This design comes from an exercise in tuning for small area and a short achievable clock period on the open sky130 flow, not from production work. Where RTL was checked, it was by simulation tests only, not by an equivalence proof against the original.

## build 37
// top
module top(
    input logic clock, reset,
    input logic [9:0] inp,
    output logic [9:0] out
);
    logic [15:0] a, b, a_next, b_next, y;
    logic op_mul, op_sub, start;
    logic sub_now;
    input_16 in1(.clock, .reset, .data_in(inp), .num1(a), .num2(b),
                 .num1_next(a_next), .num2_next(b_next),
                 .op_mul, .op_sub, .start, .sub_now);
    logic e_gt, e_gt_d, e_ne, e_eq_d;
    logic [4:0] d, d_d;
    fpu_s0 s0(.ea(a_next[14:10]), .eb(b_next[14:10]), .d(d_d), .e_gt(e_gt_d), .e_eq(e_eq_d));
    always_ff @(posedge clock or posedge reset) begin
        if (reset) begin
            d <= 5'd0;
            e_gt <= 1'b0;
            e_ne <= 1'b0;
        end
        else begin
            d <= d_d;
            e_gt <= e_gt_d;
            e_ne <= ~e_eq_d;
        end
    end
    logic [14:0] sum, sum_d;
    logic gsel, gsel_d;
    logic [5:0] xe, xe_d;
    logic [11:0] m0, m0_d;
    logic [12:0] m1, m1_d;
    logic c8, c8_d, st, st_d;
    fpu_s1 s1(.a, .b, .sub(sub_now), .d, .e_gt, .e_eq(~e_ne), .sum(sum_d), .gsel(gsel_d), .xe(xe_d),
              .m0(m0_d), .m1(m1_d), .c8(c8_d), .st(st_d));
    always_ff @(posedge clock) begin
        sum  <= sum_d;
        gsel <= gsel_d;
        xe   <= xe_d;
        m0   <= m0_d;
        m1   <= m1_d;
        c8   <= c8_d;
        st   <= st_d;
    end
    fpu_s2 s2(.a, .b, .op_mul, .op_sub, .sum, .gsel, .xe, .m0, .m1, .c8, .st, .y);
    output_16 out1(.clock, .reset, .ans(y), .done_calc(start), .data_out(out));
endmodule
==> flow/config.mk <==
export PLATFORM = sky130hd
export DESIGN_NAME = top
export DESIGN_NICKNAME = top
export VERILOG_FILES = /design/flow/design.v
export SDC_FILE = /design/flow/constraint.sdc
export NUM_CORES = 4
export LEC_CHECK = 0
export CAP_MARGIN = 20
export CORE_MARGIN = 2
export CORE_UTILIZATION = 40
export SETUP_SLACK_MARGIN = 4.0
export SLEW_MARGIN = 20
export SYNTH_HIERARCHICAL = 1
export SYNTH_MINIMUM_KEEP_SIZE = 0
export TNS_END_PERCENT = 20
==> flow/constraint.sdc <==
create_clock -name core_clock -period 8.0 [get_ports {clock}]
set_input_delay 1.6000 -clock core_clock [delete_from_list [all_inputs] [get_ports {clock}]]
set_output_delay 1.6000 -clock core_clock [all_outputs]
set_load 0.01 [all_outputs]
run.sh (not shown) runs the stock make flow with config.mk's settings and CLKGATE_MAP_FILE= SYNTH_SCRIPT=/design/flow/synth_recipe.tcl, a recipe that flattens the netlist after the stock synthesis.
The inputs of build 50 differ from those of build 37 as listed below.
-- flow/config.mk --
<<< build 37, line 10
export CORE_UTILIZATION = 40
export SETUP_SLACK_MARGIN = 4.0
export SLEW_MARGIN = 20
>>> build 50, line 10
export CORE_UTILIZATION = 40
export SETUP_SLACK_MARGIN = 3.75
export SLEW_MARGIN = 20
<<< build 37, line 14
export SYNTH_MINIMUM_KEEP_SIZE = 0
export TNS_END_PERCENT = 20
>>> build 50, line 14
export SYNTH_MINIMUM_KEEP_SIZE = 0
--- outcome ---
The final layouts of build 50 and build 37 pass the timing, design-rule and antenna checks.
Between build 50 and build 37, the synthesized area per cell figures differ only marginally.
Taking build 37 as the reference, in build 50 part of the cycle the worst path needs now sits higher, share of layout cells above drive strength 1 now smaller, global routing usage summed across all routing layers now smaller, final worst-path setup slack lower.
Post-layout instance area in build 50 vs build 37: down about 2.8%
Largest driver fanout on the critical path is lower on build 37
Aggregate routed wire length (build 50 vs. build 37) decreases by a few percent
Fmax: build 50 below build 37
Wire length of the first global-routing pass: build 50 < build 37
The inputs of build 92 differ from those of build 50 as listed below.
-- flow/config.mk --
<<< build 50, line 10
export CORE_UTILIZATION = 40
export SETUP_SLACK_MARGIN = 3.75
export SLEW_MARGIN = 20
>>> build 92, line 10
export CORE_UTILIZATION = 40
export SETUP_SLACK_MARGIN = 4.0
export SLEW_MARGIN = 20
## What came out
Side by side, met1 routing resource usage after global routing turned out higher in build 92 than in build 50. Summary of build 92 over build 50: wire length went up by about 4.3%; via count of the first global-routing pass rose about 2.6%; final cell count without fillers has increased; number of multi-input combinational cells in the layout higher; final critical delay including setup and external delays decreased by 150 ps relative to the old numbers. Diff build 50 -> build 92: fraction of area in non-clock buffers shows an increase of 1.8 points; setup slack after layout shows an increase of 150 ps; met3 wire length shows a reduction of about 24%.
Input-level comparison between build 33 and build 92:
-- flow/config.mk --
<<< build 92, line 14
export SYNTH_MINIMUM_KEEP_SIZE = 0
>>> build 33, line 14
export SYNTH_MINIMUM_KEEP_SIZE = 0
export TNS_END_PERCENT = 5
### Flow results
- Build 33 | stages: all done | timing, DRC, antenna: all pass
- Minimum period implied by the final worst setup slack: build 33 higher than build 92
- Run comparison: build 33 slowest cell on the critical path sky130_fd_sc_hd__dfrtp_4; build 92 slowest cell on the critical path sky130_fd_sc_hd__dfxtp_2
- Build 33 reports a lower sum of met3 wire segment lengths after detailed routing than build 92 does.
- Any difference in wire length of the first global-routing pass between build 33 and build 92 is small enough to ignore.
- Between build 92 and build 33, the difference in overall fraction of global-route tracks in use is negligible.
- Compared to build 92, build 33 has number of buffers outside the clock class in the layout 14 lower.

* * *

top, a different RTL version from the one above (not shown whole).
Size in the first run: roughly 1500 cells after synthesis, roughly 22 I/O pins.
clock: 8.0 ns
lec_check: 0
cap_margin: 20
core_margin: 2
core_utilization: 40
setup_slack_margin: 3.5
slew_margin: 20
synth_hierarchical: 1
synth_minimum_keep_size: 0
Rerun with:
- SETUP_SLACK_MARGIN: 3.5 -> 4.0
The changed run produced a clean layout. Non-clock buffer count increases by 34. Synthesized cell count does not change. Global-route usage went up by 0.39 points. Clock skew is about the same.
No run of this note included a check of the RTL's function; only the layout flow was run.

* * *

top with an RTL version that a note above also has.
For scale: roughly 1,400 cells after synthesis, about 22 I/O pins.
Settings: LEC_CHECK=0, CAP_MARGIN=20, CORE_MARGIN=2, CORE_UTILIZATION=40, SETUP_SLACK_MARGIN=4.25, SLEW_MARGIN=20, SYNTH_HIERARCHICAL=1, SYNTH_MINIMUM_KEEP_SIZE=0, TNS_END_PERCENT=5; clock period 8.0 ns.
The baseline finished with timing, DRC and antenna clean.
Then changed:
Settings changed: GPL_ROUTABILITY_DRIVEN set to 0, SETUP_SLACK_MARGIN 4.25 to 4.0.
Result: The new run ran to the end with no violations; synthesized area stays the same; worst hold slack is better by 0.0037 ns; count of clock-buffer cells in the layout falls by 1.
Then changed:
Settings changed: GPL_ROUTABILITY_DRIVEN 0 to not set, PLACE_DENSITY set to 0.7.
Fmax goes down by 0.57%.
Register-to-register slack is worse by 0.02 ns.
Synthesized area stays the same.
Utilization goes down by 0.27 points.
Routed wire length fell by 0.92%.
Via count grows by 2.7%.
Then changed:
Settings changed: PLACE_DENSITY 0.7 to not set, SETUP_SLACK_MARGIN 4.0 to 3.75.
What happened: The new run completed with no timing, DRC or antenna violations. Global-route usage drops by 0.17 points. Cell area decreases by a few percent. Hold slack degrades by 0.016 ns. Count of clock-buffer cells in the layout does not change. Sequential cell count does not change.

* * *

== run A ==
Another version of the RTL of top (not shown whole).
Size: ~1,300 cells after synthesis, ~22 I/O pins, ~0.012 mm^2 of cells after synthesis.
==> flow/config.mk <==
export PLATFORM = sky130hd
export DESIGN_NAME = top
export DESIGN_NICKNAME = top
export VERILOG_FILES = /design/flow/design.v
export SDC_FILE = /design/flow/constraint.sdc
export NUM_CORES = 4
export LEC_CHECK = 0
export CAP_MARGIN = 20
export CORE_MARGIN = 2
export CORE_UTILIZATION = 40
export SETUP_SLACK_MARGIN = 4.5
export SLEW_MARGIN = 20
export SYNTH_HIERARCHICAL = 1
export SYNTH_MINIMUM_KEEP_SIZE = 0
==> flow/constraint.sdc <==
create_clock -name core_clock -period 8.0 [get_ports {clock}]
set_input_delay 1.6000 -clock core_clock [delete_from_list [all_inputs] [get_ports {clock}]]
set_output_delay 1.6000 -clock core_clock [all_outputs]
set_load 0.01 [all_outputs]
#### Input delta (run B over run A)
- setting TNS_END_PERCENT to 5 for the first time
- changing SETUP_SLACK_MARGIN from 4.5 to 3.5
### Flow results
- Run B was carried through to the last stage, and its layout satisfied the timing, design-rule and antenna checks.
- Both conditions hold for run A: the flow ran to the end and the final layout passed the timing, design-rule and antenna checks.
- Diff run B and run A: total length of routed wires lower in run B
- Taking run A as the reference, in run B area growth from synthesis to layout fell by 8.3 points; clock-buffer cell count fell by 1; data arrival time of the worst path rose by 0.08 ns.
- The core of run B is less densely filled than that of run A.
#### Input delta (run C over run B)
- TNS_END_PERCENT removed (was 5)
- SETUP_SLACK_MARGIN changed from 3.5 to 3.0
[summary]
For run B, the cell at the slowest stage of the critical path was sky130_fd_sc_hd__dfrtp_4, unlike run C, where it was sky130_fd_sc_hd__clkdlybuf4s50_1.
As far as floorplan core area goes, run B and run C are indistinguishable; the numbers are identical.
Side by side, ratio of final minimum period to clock period turned out higher in run C than in run B.
The final layouts of run C and run B pass the timing, design-rule and antenna checks.
From run B to run C the numbers moved as follows: share of cell area taken by multi-input logic gates moved up; number of design rule violations left after detail routing level.
Changes in run D relative to run C:
- SETUP_SLACK_MARGIN changed from 3.0 to 3.5
Findings:
- Run D: all stages complete, timing, DRC and antenna checks passed
- When run D is measured against run C, its maximum clock frequency turns out 11% higher.
- Compared with run C, run D shows worst slew slack as a fraction of its limit lower by 6.0 points.
- Between run C and run D, the cell area after placement figures differ only marginally.
- Routed wire length, run D vs run C: up by a little under 10%
- Vias: run D above run C
- Re multi-input gate share of the layout cell area: run C and run D aren't equal, and the lower value belongs to run D.

* * *

Starting RTL as in the previous note.
export LEC_CHECK = 0
export CAP_MARGIN = 20
export CORE_MARGIN = 2
export CORE_UTILIZATION = 40
export SETUP_SLACK_MARGIN = 4.0
export SLEW_MARGIN = 20
export SYNTH_HIERARCHICAL = 1
export SYNTH_MINIMUM_KEEP_SIZE = 0
create_clock -name core_clock -period 8.0 [get_ports {clock}]
Rerun with:
Settings changed: SETUP_SLACK_MARGIN 4.0 to 0.
Core utilization is lower by 5.3 points.
Final area decreases by about 11%.
Setup slack degrades by 1.1 ns.
Die area stays the same.
Cell count drops by about 6%.
Area after synthesis stays the same.

[separate check: timing with driven ports]
The flow's constraints put no driver on any port. The routed layouts listed below were extracted and timed again, unchanged, in two steps.
Step 1, drivers: a clkbuf_16 drives clock and a buf_2 each remaining input, both assumed.
Step 2, shift: input delay + t, output delay - t, t = (earliest + latest rising clock arrival at the registers) / 2. This alone moves slack from input paths to output paths.
Slacks: ideal ports / drivers / drivers and shift; pairs: ideal ports / drivers.
run | t (ns) | setup WS [ns] | worst register clock-pin slew, ns | cell pins on the clock port's net
build 37 | 0.402 | 4.032 / 4.032 / 3.745 | 0.09 / 0.09 | 1
build 50 | 0.408 | 3.902 / 3.902 / 3.676 | 0.09 / 0.09 | 1
build 92 | 0.403 | 4.052 / 4.052 / 3.785 | 0.09 / 0.09 | 1
build 33 | 0.403 | 4.011 / 4.011 / 3.748 | 0.09 / 0.09 | 1
the first run of note 2 | 0.395 | 3.695 / 3.695 / 3.645 | 0.08 / 0.08 | 1
the second run of note 2 | 0.399 | 4.081 / 4.081 / 3.708 | 0.08 / 0.08 | 1
the first run of note 3 | 0.398 | 3.979 / 3.979 / 3.688 | 0.08 / 0.08 | 1
the second run of note 3 | 0.412 | 3.891 / 3.891 / 3.692 | 0.10 / 0.10 | 1
the third run of note 3 | 0.408 | 3.868 / 3.868 / 3.670 | 0.09 / 0.09 | 1
the fourth run of note 3 | 0.408 | 3.862 / 3.862 / 3.678 | 0.09 / 0.09 | 1
run A | 0.406 | 3.701 / 3.701 / 3.347 | 0.07 / 0.07 | 1
run B | 0.410 | 3.599 / 3.599 / 3.243 | 0.08 / 0.08 | 1
run C | 0.403 | 3.165 / 3.193 / 2.790 | 0.08 / 0.08 | 1
run D | 0.414 | 3.635 / 3.656 / 3.250 | 0.08 / 0.08 | 1
the first run of note 5 | 0.407 | 3.674 / 3.674 / 3.563 | 0.07 / 0.07 | 1
the second run of note 5 | 0.403 | 2.543 / 2.570 / 2.167 | 0.08 / 0.08 | 1
After both steps every run listed still meets setup and hold. For run D, which loses most, drivers alone change the setup slack by +0.021 ns; drivers and shift together by -0.385 ns.
